Context: an optimization exercise on an open-source flow, tuned for small area, a short achievable clock period and few clock cycles per item. The choices shown serve that exercise and are no tape-out recipe.
At most, simulation tests tie the RTL to the original design; equivalence was not proved.

==> module cordic, before the edit <==
module cordic(
    input wire [31:0]   angle,
    input wire [1:0]    opt,
    input wire          enable,
    input wire          reset,
    input wire          clk,
    output wire signed [31:0] sin_out,
    output wire signed [31:0] cos_out,
    output wire               done
);
    localparam signed [17:0] K = 18'sd39797;
    function [17:0] atan_table;
        input [3:0] n;
        case (n)
            4'd0:  atan_table = 18'd51472;
            4'd1:  atan_table = 18'd30385;
            4'd2:  atan_table = 18'd16055;
            4'd3:  atan_table = 18'd8145;
            4'd4:  atan_table = 18'd4090;
            4'd5:  atan_table = 18'd2045;
            4'd6:  atan_table = 18'd1023;
            4'd7:  atan_table = 18'd512;
            4'd8:  atan_table = 18'd256;
            4'd9:  atan_table = 18'd128;
            4'd10: atan_table = 18'd64;
            4'd11: atan_table = 18'd32;
            4'd12: atan_table = 18'd16;
            4'd13: atan_table = 18'd8;
            4'd14: atan_table = 18'd4;
            default: atan_table = 18'd2;
        endcase
    endfunction
    reg signed [17:0] x, y, z;
    reg [3:0] n;
    reg       done_r;
    reg       sat_r, neg_r;      
    reg       sin_en, cos_en;    
    wire run   = enable & ~done_r;
    wire first = (n == 4'd0);
    wire d = sat_r ? ~neg_r : ~z[17];
    wire signed [17:0] ys = y >>> n;
    wire signed [17:0] xs = x >>> n;
    wire signed [17:0] x_nx = d ? x - ys : x + ys;
    wire signed [17:0] y_nx = d ? y + xs : y - xs;
    wire signed [17:0] z_in  = first ? angle[17:0] : z;
    wire               z_d   = first ? ~angle[31] : d;
    wire [17:0]        at    = atan_table(n);
    wire signed [17:0] z_nx  = z_d ? z_in - at : z_in + at;
    wire angle_sat = ~((&angle[31:17]) | ~(|angle[31:17]));
    always @(posedge clk) begin
        sat_r  <= angle_sat;
        neg_r  <= angle[31];
        sin_en <= ~opt[0];
        cos_en <= ~(opt[1] & opt[0]);
    end
    always @(posedge clk or posedge reset) begin
        if (reset) begin
            x <= K;
            y <= 18'sd0;
            n <= 4'd0;
            done_r <= 1'b0;
        end else if (run) begin
            x <= x_nx;
            y <= first ? (angle[31] ? -K : K) : y_nx;
            n <= n + 4'd1;
            if (n == 4'd15) done_r <= 1'b1;
        end
    end
    always @(posedge clk) begin
        if (run) z <= z_nx;
    end
    assign done    = done_r;
    assign sin_out = {{14{y[17]}}, y} & {32{sin_en}};
    assign cos_out = {{14{x[17]}}, x} & {32{cos_en}};
endmodule
make LEC_CHECK=0 CAP_MARGIN=20 CORE_MARGIN=2 CORE_UTILIZATION=40 SLEW_MARGIN=20 finish   # period 7.0 ns
run.sh (not shown) runs the stock make flow with config.mk's settings and CLKGATE_MAP_FILE= SYNTH_SCRIPT=/design/flow/synth_recipe.tcl, a recipe that flattens the netlist after the stock synthesis.
The starting point ran to the end with no violations.
Next try:
--- a/flow/design.v
+++ b/flow/design.v
@@ -38,16 +38,24 @@
     wire run   = enable & ~done_r;
     wire first = (n == 4'd0);
     wire d = sat_r ? ~neg_r : ~z[17];
     wire signed [17:0] ys = y >>> n;
     wire signed [17:0] xs = x >>> n;
-    wire signed [17:0] x_nx = d ? x - ys : x + ys;
-    wire signed [17:0] y_nx = d ? y + xs : y - xs;
-    wire signed [17:0] z_in  = first ? angle[17:0] : z;
-    wire               z_d   = first ? ~angle[31] : d;
-    wire [17:0]        at    = atan_table(n);
-    wire signed [17:0] z_nx  = z_d ? z_in - at : z_in + at;
+    function [17:0] addsub;
+        input [17:0] a, b;
+        input        m;      
+        reg [18:0] s;
+        begin
+            s = {a, 1'b1} + {b ^ {18{m}}, m};
+            addsub = s[18:1];
+        end
+    endfunction
+    wire [17:0] x_nx = addsub(x, ys, d);
+    wire [17:0] y_nx = addsub(y, xs, ~d);
+    wire [17:0] z_in = first ? angle[17:0] : z;
+    wire        z_d  = first ? ~angle[31] : d;
+    wire [17:0] z_nx = addsub(z_in, atan_table(n), z_d);
     wire angle_sat = ~((&angle[31:17]) | ~(|angle[31:17]));
     always @(posedge clk) begin
         sat_r  <= angle_sat;
         neg_r  <= angle[31];
         sin_en <= ~opt[0];
@@ -65,11 +73,15 @@
             n <= n + 4'd1;
             if (n == 4'd15) done_r <= 1'b1;
         end
     end
     always @(posedge clk) begin
-        if (run) z <= z_nx;
+        if (run) z[16:0] <= z_nx[16:0];
+    end
+    always @(posedge clk or posedge reset) begin
+        if (reset) z[17] <= 1'b0;
+        else if (run) z[17] <= z_nx[17];
     end
     assign done    = done_r;
     assign sin_out = {{14{y[17]}}, y} & {32{sin_en}};
     assign cos_out = {{14{x[17]}}, x} & {32{cos_en}};
 endmodule
=>
- wire length shrinks by a few percent
- cell area shrinks by a few percent
- area after synthesis shrinks by a little under a tenth
- worst setup slack is better by 0.061 ns
- clock-buffer cell count shrinks by 3
No functional check of the RTL was part of any run of this note.

---

## v6
cordic, a different RTL version from the one above (not shown whole).
Size: ~7500 µm² of cells after synthesis.
==> flow/config.mk <==
export PLATFORM = sky130hd
export DESIGN_NAME = cordic
export DESIGN_NICKNAME = cordic
export VERILOG_FILES = /design/flow/design.v
export SDC_FILE = /design/flow/constraint.sdc
export NUM_CORES = 4
export LEC_CHECK = 0
export ABC_AREA = 1
export CAP_MARGIN = 20
export CORE_MARGIN = 2
export CORE_UTILIZATION = 40
export SETUP_SLACK_MARGIN = 3.5
export SLEW_MARGIN = 20
==> flow/constraint.sdc <==
create_clock -name core_clock -period 7.0 [get_ports {clk}]
set_input_delay 1.4000 -clock core_clock [delete_from_list [all_inputs] [get_ports {clk}]]
set_output_delay 1.4000 -clock core_clock [all_outputs]
set_load 0.01 [all_outputs]
standard.sh (not shown) runs the stock make flow with config.mk's settings and CLKGATE_MAP_FILE= SYNTH_SCRIPT=/design/flow/synth_recipe.tcl, a recipe that flattens the netlist after the stock synthesis.
==> flow/flow/run.sh <==
#!/bin/bash
# The standard layout (standard.sh) with extra ORFS settings: port buffers
# made from sky130_fd_sc_hd__buf_1. ORFS writes each step's log under orfs/logs;
# make's own output goes to make.log.
set -euo pipefail
bash standard.sh 'BUFFER_PORTS_ARGS=-buffer_cell sky130_fd_sc_hd__buf_1' finish > make.log 2>&1
v6 finished all stages; the layout is clean.
Testbench counts of v6, summed over its fixed seeds: cycles 43,200, items 2,400.
For v7, these inputs were changed with respect to v6:
diff --git a/flow/design.v b/flow/design.v
--- a/flow/design.v
+++ b/flow/design.v
@@ -26,27 +26,28 @@
             4'd12: atan_table = 16'd16;
             4'd13: atan_table = 16'd8;
             4'd14: atan_table = 16'd4;
             default: atan_table = 16'd2;
         endcase
     endfunction
     reg signed [17:0] x, y;
     reg [15:0] z;
-    reg [4:0]  n;                
+    reg [4:0]  m;                
+    reg [3:0]  sa, sb;           
     reg        dx, dyn, dz;      
     reg        sat_r, neg_r;     
     reg        sin_en, cos_en;   
-    wire done_r = n[4];
+    wire done_r = m[4];
     wire run    = enable & ~done_r;
-    wire first  = (n[3:0] == 4'd0);
-    wire st1    = (n[3:0] == 4'd1);
-    wire last   = (n[3:0] == 4'd15);
-    wire [17:0] ys = y >>> n[3:0];
-    wire [17:0] xs = x >>> n[3:0];
+    wire first  = (m[3:0] == 4'd15);
+    wire st1    = (m[3:0] == 4'd14);
+    wire last   = (m[3:0] == 4'd0);
+    wire [17:0] ys = y >>> sa;
+    wire [17:0] xs = x >>> ~sb;
     wire [17:0] x_nx, y_nx;
     wire [15:0] z_nx;
     wire        ax_m = dx;
     wire [17:0] ax_b = ys ^ {18{ax_m}};
     wire [17:0] ax_p = x ^ ax_b;
     wire [17:0] ax_g = x & ax_b;
     wire ax_c0 = ax_g[0] | (ax_p[0] & ax_m);
     wire ax_G0 = ax_g[17] | (ax_p[17] & ax_g[16]);
@@ -262,17 +263,17 @@
     always @* begin
         case ({neg_r, dz})
             2'b01:   zc01 = -16'd16321;    
             2'b00:   zc01 = -16'd21087;
             2'b11:   zc01 =  16'd21087;
             default: zc01 =  16'd16321;    
         endcase
     end
-    wire [15:0] z_b = st1 ? zc01 : atan_table(n[3:0]);
+    wire [15:0] z_b = st1 ? zc01 : atan_table(~m[3:0]);
     wire        az_m = dz & ~st1;
     wire [15:0] az_b = z_b ^ {16{az_m}};
     wire [15:0] az_p = z ^ az_b;
     wire [15:0] az_g = z & az_b;
     wire az_c0 = az_g[0] | (az_p[0] & az_m);
     wire az_G0 = az_g[15] | (az_p[15] & az_g[14]);
     wire az_P0 = az_p[15] & az_p[14];
     wire az_G1 = az_g[14] | (az_p[14] & az_g[13]);
@@ -374,20 +375,24 @@
             dyn <= ~d_nx;
             dz  <= d_nx;
         end
     end
     always @(posedge clk or posedge reset) begin
         if (reset) begin
             x  <= K;
             y  <= 18'd0;
-            n  <= 5'd0;
+            m  <= 5'd15;
+            sa <= 4'd0;
+            sb <= 4'hf;
         end else if (run) begin
             if (!first) x <= (last & ~cos_en) ? 18'd0 : x_nx;
             y  <= first ? (angle[31] ? NK : K) :
                   (last & ~sin_en) ? 18'd0 : y_nx;
-            n  <= n + 5'd1;
+            m  <= m - 5'd1;
+            sa <= sa + 4'd1;
+            sb <= ~(sa + 4'd1);
         end
     end
     assign done    = done_r;
     assign sin_out = {{14{y[17]}}, y};
     assign cos_out = {{14{x[17]}}, x};
 endmodule
==> comparison <==
- Against v6, die area in v7 came out worse.
- v7 gives more layout clock buffer count than v6 did.
- Vias: v7 below v6
- Relative to v6, data required time at the worst endpoint has gone up in v7.
Function not checked in v7: the RTL went through the layout flow alone.

---

## run 4
Another version of the RTL of cordic (not shown whole).
Size: about 71 flip-flops, ~7900 sq um of cells after synthesis.
Settings: LEC_CHECK=0, ABC_AREA=1, CAP_MARGIN=20, CORE_MARGIN=2, CORE_UTILIZATION=40, CTS_BUF_LIST=sky130_fd_sc_hd__clkbuf_8, CTS_CLUSTER_SIZE=24, SETUP_SLACK_MARGIN=3.5, SLEW_MARGIN=20; clock period 7.0 ns.
Scripts as last shown in full above: flow/flow/run.sh
Having completed the whole flow, run 4 delivered a layout that passed the timing, DRC and antenna checks.
Input changes introduced in run 5 (baseline for comparison: run 4):
--- a/flow/design.v
+++ b/flow/design.v
@@ -26,32 +26,32 @@
             4'd12: atan_table = 16'd16;
             4'd13: atan_table = 16'd8;
             4'd14: atan_table = 16'd4;
             default: atan_table = 16'd2;
         endcase
     endfunction
     reg signed [17:0] x, y;
     reg [15:0] z;
-    reg [4:0]  m;                
-    reg [3:0]  sa, sb;           
+    reg [4:0]  n;                
     reg        dx, dyn, dz;      
     reg        sat_r, neg_r;     
     reg        sin_en, cos_en;   
-    wire done_r = m[4];
+    wire done_r = n[4];
     wire run    = enable & ~done_r;
-    wire first  = (m[3:0] == 4'd15);
-    wire st1    = (m[3:0] == 4'd14);
-    wire last   = (m[3:0] == 4'd0);
-    wire [17:0] ys = y >>> sa;
-    wire [17:0] xs = x >>> ~sb;
+    wire first  = (n[3:0] == 4'd0);
+    wire st1    = (n[3:0] == 4'd1);
+    wire signed [17:0] yi = y ^ {18{dx}};
+    wire signed [17:0] xi = x ^ {18{dyn}};
+    wire [17:0] ys = yi >>> n[3:0];
+    wire [17:0] xs = xi >>> n[3:0];
     wire [17:0] x_nx, y_nx;
     wire [15:0] z_nx;
     wire        ax_m = dx;
-    wire [17:0] ax_b = ys ^ {18{ax_m}};
+    wire [17:0] ax_b = ys;
     wire [17:0] ax_p = x ^ ax_b;
     wire [17:0] ax_g = x & ax_b;
     wire ax_c0 = ax_g[0] | (ax_p[0] & ax_m);
     wire ax_G0 = ax_g[17] | (ax_p[17] & ax_g[16]);
     wire ax_P0 = ax_p[17] & ax_p[16];
     wire ax_G1 = ax_g[16] | (ax_p[16] & ax_g[15]);
     wire ax_P1 = ax_p[16] & ax_p[15];
     wire ax_G2 = ax_g[15] | (ax_p[15] & ax_g[14]);
@@ -148,17 +148,17 @@
     wire ax_G53 = ax_G39 | (ax_P39 & ax_G31);
     wire ax_G54 = ax_G40 | (ax_P40 & ax_G32);
     wire ax_G55 = ax_G41 | (ax_P41 & ax_G16);
     wire ax_G56 = ax_G42 | (ax_P42 & ax_c0);
     wire ax_G57 = ax_G47 | (ax_P47 & ax_G16);
     wire ax_G58 = ax_G48 | (ax_P48 & ax_c0);
     assign x_nx = ax_p ^ {ax_G58, ax_G49, ax_G50, ax_G51, ax_G52, ax_G53, ax_G54, ax_G55, ax_G56, ax_G43, ax_G44, ax_G45, ax_G46, ax_G31, ax_G32, ax_G16, ax_c0, ax_m};
     wire        ay_m = dyn;
-    wire [17:0] ay_b = xs ^ {18{ay_m}};
+    wire [17:0] ay_b = xs;
     wire [17:0] ay_p = y ^ ay_b;
     wire [17:0] ay_g = y & ay_b;
     wire ay_c0 = ay_g[0] | (ay_p[0] & ay_m);
     wire ay_G0 = ay_g[17] | (ay_p[17] & ay_g[16]);
     wire ay_P0 = ay_p[17] & ay_p[16];
     wire ay_G1 = ay_g[16] | (ay_p[16] & ay_g[15]);
     wire ay_P1 = ay_p[16] & ay_p[15];
     wire ay_G2 = ay_g[15] | (ay_p[15] & ay_g[14]);
@@ -263,17 +263,17 @@
     always @* begin
         case ({neg_r, dz})
             2'b01:   zc01 = -16'd16321;    
             2'b00:   zc01 = -16'd21087;
             2'b11:   zc01 =  16'd21087;
             default: zc01 =  16'd16321;    
         endcase
     end
-    wire [15:0] z_b = st1 ? zc01 : atan_table(~m[3:0]);
+    wire [15:0] z_b = st1 ? zc01 : atan_table(n[3:0]);
     wire        az_m = dz & ~st1;
     wire [15:0] az_b = z_b ^ {16{az_m}};
     wire [15:0] az_p = z ^ az_b;
     wire [15:0] az_g = z & az_b;
     wire az_c0 = az_g[0] | (az_p[0] & az_m);
     wire az_G0 = az_g[15] | (az_p[15] & az_g[14]);
     wire az_P0 = az_p[15] & az_p[14];
     wire az_G1 = az_g[14] | (az_p[14] & az_g[13]);
@@ -369,28 +369,26 @@
         neg_r  <= angle[31];
         sin_en <= ~opt[0];
         cos_en <= ~(opt[1] & opt[0]);
         if (run) begin
             z   <= first ? angle[15:0] : z_nx;
             dx  <= d_nx;
             dyn <= ~d_nx;
             dz  <= d_nx;
-            sa  <= first ? 4'd1 : sa + 4'd1;
-            sb  <= first ? 4'he : ~(sa + 4'd1);
         end
     end
     always @(posedge clk or posedge reset) begin
         if (reset) begin
             x  <= K;
             y  <= 18'd0;
-            m  <= 5'd15;
+            n  <= 5'd0;
         end else if (run) begin
-            if (!first) x <= (last & ~cos_en) ? 18'd0 : x_nx;
+            if (!first) x <= x_nx;
             y  <= first ? (angle[31] ? NK : K) :
-                  (last & ~sin_en) ? 18'd0 : y_nx;
-            m  <= m - 5'd1;
+                  y_nx;
+            n  <= n + 5'd1;
         end
     end
     assign done    = done_r;
-    assign sin_out = {{14{y[17]}}, y};
-    assign cos_out = {{14{x[17]}}, x};
+    assign sin_out = {{14{y[17]}}, y} & {32{sin_en}};
+    assign cos_out = {{14{x[17]}}, x} & {32{cos_en}};
 endmodule
Results
Run 5 was carried through to the last stage, and its layout satisfied the timing, DRC and antenna checks. Worst setup slack for register-to-register paths | run 5 below run 4. Overall die width of run 5 is on par with run 4. Latest clock arrival within the worst-skew pair, run 5 and run 4, higher one = run 4. Across both runs, design area was higher for run 5 than for run 4.
No run of this note included a check of the RTL's function; only the layout flow was run.

---

cordic, a different RTL version from the one above (not shown whole).
Size in the first run: about 7400 um^2 of cells after synthesis.
export LEC_CHECK = 0
export ABC_AREA = 1
export CAP_MARGIN = 20
export CORE_MARGIN = 2
export CORE_UTILIZATION = 40
export CTS_BUF_LIST = sky130_fd_sc_hd__clkbuf_8
export CTS_CLUSTER_SIZE = 24
export SETUP_SLACK_MARGIN = 3.5
export SLEW_MARGIN = 20
create_clock -name core_clock -period 7.0 [get_ports {clk}]
Scripts as last shown in full above: flow/flow/run.sh
Next try:
--- a/flow/design.v
+++ b/flow/design.v
@@ -31,32 +31,30 @@
     endfunction
     reg signed [17:0] x, y;
     reg [15:0] z;
     reg [4:0]  n;                
     reg        dx, dyn, dz;      
     reg        sat_r, neg_r;     
     reg        sin_en, cos_en;   
     wire done_r = n[4];
     wire run    = enable & ~done_r;
     wire first  = (n[3:0] == 4'd0);
     wire st1    = (n[3:0] == 4'd1);
     wire last   = (n[3:0] == 4'd15);
-    wire signed [17:0] yi = y ^ {18{dx}};
-    wire signed [17:0] xi = x ^ {18{dyn}};
-    wire [17:0] ys = yi >>> n[3:0];
-    wire [17:0] xs = xi >>> n[3:0];
+    wire [17:0] ys = y >>> n[3:0];
+    wire [17:0] xs = x >>> n[3:0];
     wire [17:0] x_nx, y_nx;
     wire [15:0] z_nx;
     wire        ax_m = dx;
-    wire [17:0] ax_b = ys;
+    wire [17:0] ax_b = ys ^ {18{ax_m}};
     wire [17:0] ax_p = x ^ ax_b;
     wire [17:0] ax_g = x & ax_b;
     wire ax_c0 = ax_g[0] | (ax_p[0] & ax_m);
     wire ax_G0 = ax_g[17] | (ax_p[17] & ax_g[16]);
     wire ax_P0 = ax_p[17] & ax_p[16];
     wire ax_G1 = ax_g[16] | (ax_p[16] & ax_g[15]);
     wire ax_P1 = ax_p[16] & ax_p[15];
     wire ax_G2 = ax_g[15] | (ax_p[15] & ax_g[14]);
     wire ax_P2 = ax_p[15] & ax_p[14];
     wire ax_G3 = ax_g[14] | (ax_p[14] & ax_g[13]);
     wire ax_P3 = ax_p[14] & ax_p[13];
     wire ax_G4 = ax_g[13] | (ax_p[13] & ax_g[12]);
@@ -145,25 +143,25 @@
     wire ax_G49 = ax_G35 | (ax_P35 & ax_G43);
     wire ax_G50 = ax_G36 | (ax_P36 & ax_G44);
     wire ax_G51 = ax_G37 | (ax_P37 & ax_G45);
     wire ax_G52 = ax_G38 | (ax_P38 & ax_G46);
     wire ax_G53 = ax_G39 | (ax_P39 & ax_G31);
     wire ax_G54 = ax_G40 | (ax_P40 & ax_G32);
     wire ax_G55 = ax_G41 | (ax_P41 & ax_G16);
     wire ax_G56 = ax_G42 | (ax_P42 & ax_c0);
     wire ax_G57 = ax_G47 | (ax_P47 & ax_G16);
     wire ax_G58 = ax_G48 | (ax_P48 & ax_c0);
     assign x_nx = ax_p ^ {ax_G58, ax_G49, ax_G50, ax_G51, ax_G52, ax_G53, ax_G54, ax_G55, ax_G56, ax_G43, ax_G44, ax_G45, ax_G46, ax_G31, ax_G32, ax_G16, ax_c0, ax_m};
     wire        ay_m = dyn;
-    wire [17:0] ay_b = xs;
+    wire [17:0] ay_b = xs ^ {18{ay_m}};
     wire [17:0] ay_p = y ^ ay_b;
     wire [17:0] ay_g = y & ay_b;
     wire ay_c0 = ay_g[0] | (ay_p[0] & ay_m);
     wire ay_G0 = ay_g[17] | (ay_p[17] & ay_g[16]);
     wire ay_P0 = ay_p[17] & ay_p[16];
     wire ay_G1 = ay_g[16] | (ay_p[16] & ay_g[15]);
     wire ay_P1 = ay_p[16] & ay_p[15];
     wire ay_G2 = ay_g[15] | (ay_p[15] & ay_g[14]);
     wire ay_P2 = ay_p[15] & ay_p[14];
     wire ay_G3 = ay_g[14] | (ay_p[14] & ay_g[13]);
     wire ay_P3 = ay_p[14] & ay_p[13];
     wire ay_G4 = ay_g[13] | (ay_p[13] & ay_g[12]);
@@ -368,29 +366,28 @@
     always @(posedge clk) begin
         sat_r  <= angle_sat;
         neg_r  <= angle[31];
         sin_en <= ~opt[0];
         cos_en <= ~(opt[1] & opt[0]);
         if (run) begin
             z   <= first ? angle[15:0] : z_nx;
             dx  <= d_nx;
             dyn <= ~d_nx;
             dz  <= d_nx;
         end
     end
-    always @(posedge clk) begin
-        if (run) begin
-            x <= first ? K : (last & ~cos_en) ? 18'd0 : x_nx;
-            y <= first ? (angle[31] ? NK : K) :
-                 (last & ~sin_en) ? 18'd0 : y_nx;
-        end
-    end
     always @(posedge clk or posedge reset) begin
-        if (reset)
-            n <= 5'd0;
-        else if (run)
-            n <= n + 5'd1;
+        if (reset) begin
+            x  <= K;
+            y  <= 18'd0;
+            n  <= 5'd0;
+        end else if (run) begin
+            if (!first) x <= (last & ~cos_en) ? 18'd0 : x_nx;
+            y  <= first ? (angle[31] ? NK : K) :
+                  (last & ~sin_en) ? 18'd0 : y_nx;
+            n  <= n + 5'd1;
+        end
     end
     assign done    = done_r;
     assign sin_out = {{14{y[17]}}, y};
     assign cos_out = {{14{x[17]}}, x};
 endmodule
Effect: Design area drops by 2.5%; setup slack gets better by 0.20 ns; via count climbs by 3.5%; core utilization drops by 2.3 points; sequential share of layout area drops by 1.4 points; final cell count climbs by 1.9%; hold slack gets worse by 0.042 ns; area after synthesis climbs by 0.62%; count of clock-buffer cells in the layout stays the same; wire length climbs by 6.1%.
Testbench counts after the change, summed over its fixed seeds: cycles 43,200, items 2,400.
The RTL of the first run of this note was laid out without a check of its function.

## separate check: timing with driven ports
No port has a modelled driver above. Below, the same layouts with a new extraction and two added sets of constraints. Step 1 (the two cells are an assumption about what drives the block):
set clk [get_ports {clk}]
set_driving_cell -lib_cell sky130_fd_sc_hd__clkbuf_16 $clk
set_driving_cell -lib_cell sky130_fd_sc_hd__buf_2 [delete_from_list [all_inputs] $clk]
Step 2 times the ports against the registers' clock, not the clock port: input delays grow and output delays shrink by t, the midpoint of the rising clock arrivals with the driver on. Slacks: no drivers / after step 1 / after step 2; pairs: no drivers / after step 1.
| run | shift t [ns] | setup WS [ns] | worst setup path after step 2 | latest minus earliest clock arrival (ns) | worst slew at a driven data input, ns |
|---|---|---|---|---|---|
| the first run of note 1 | 0.387 | 1.473 / 1.473 / 1.473 | register to register | 0.011 / 0.011 | 0.04 |
| the second run of note 1 | 0.389 | 1.533 / 1.548 / 1.160 | input to register | 0.013 / 0.013 | 0.04 |
| v6 | 0.388 | 3.604 / 3.604 / 3.401 | input to register | 0.011 / 0.011 | 0.03 |
| v7 | 0.391 | 3.675 / 3.675 / 3.487 | input to register | 0.011 / 0.011 | 0.03 |
| run 4 | 0.423 | 3.721 / 3.721 / 3.455 | input to register | 0.010 / 0.011 | 0.03 |
| run 5 | 0.408 | 3.655 / 3.655 / 3.530 | input to register | 0.010 / 0.010 | 0.04 |
| the first run of note 4 | 0.411 | 3.397 / 3.397 / 3.397 | register to register | 0.014 / 0.014 | 0.04 |
| the second run of note 4 | 0.412 | 3.601 / 3.601 / 3.284 | input to register | 0.012 / 0.011 | 0.03 |
After both steps setup and hold are still met in every run listed. For the second run of note 1, which loses most, drivers alone change the setup slack by +0.015 ns; drivers and shift together by -0.373 ns.
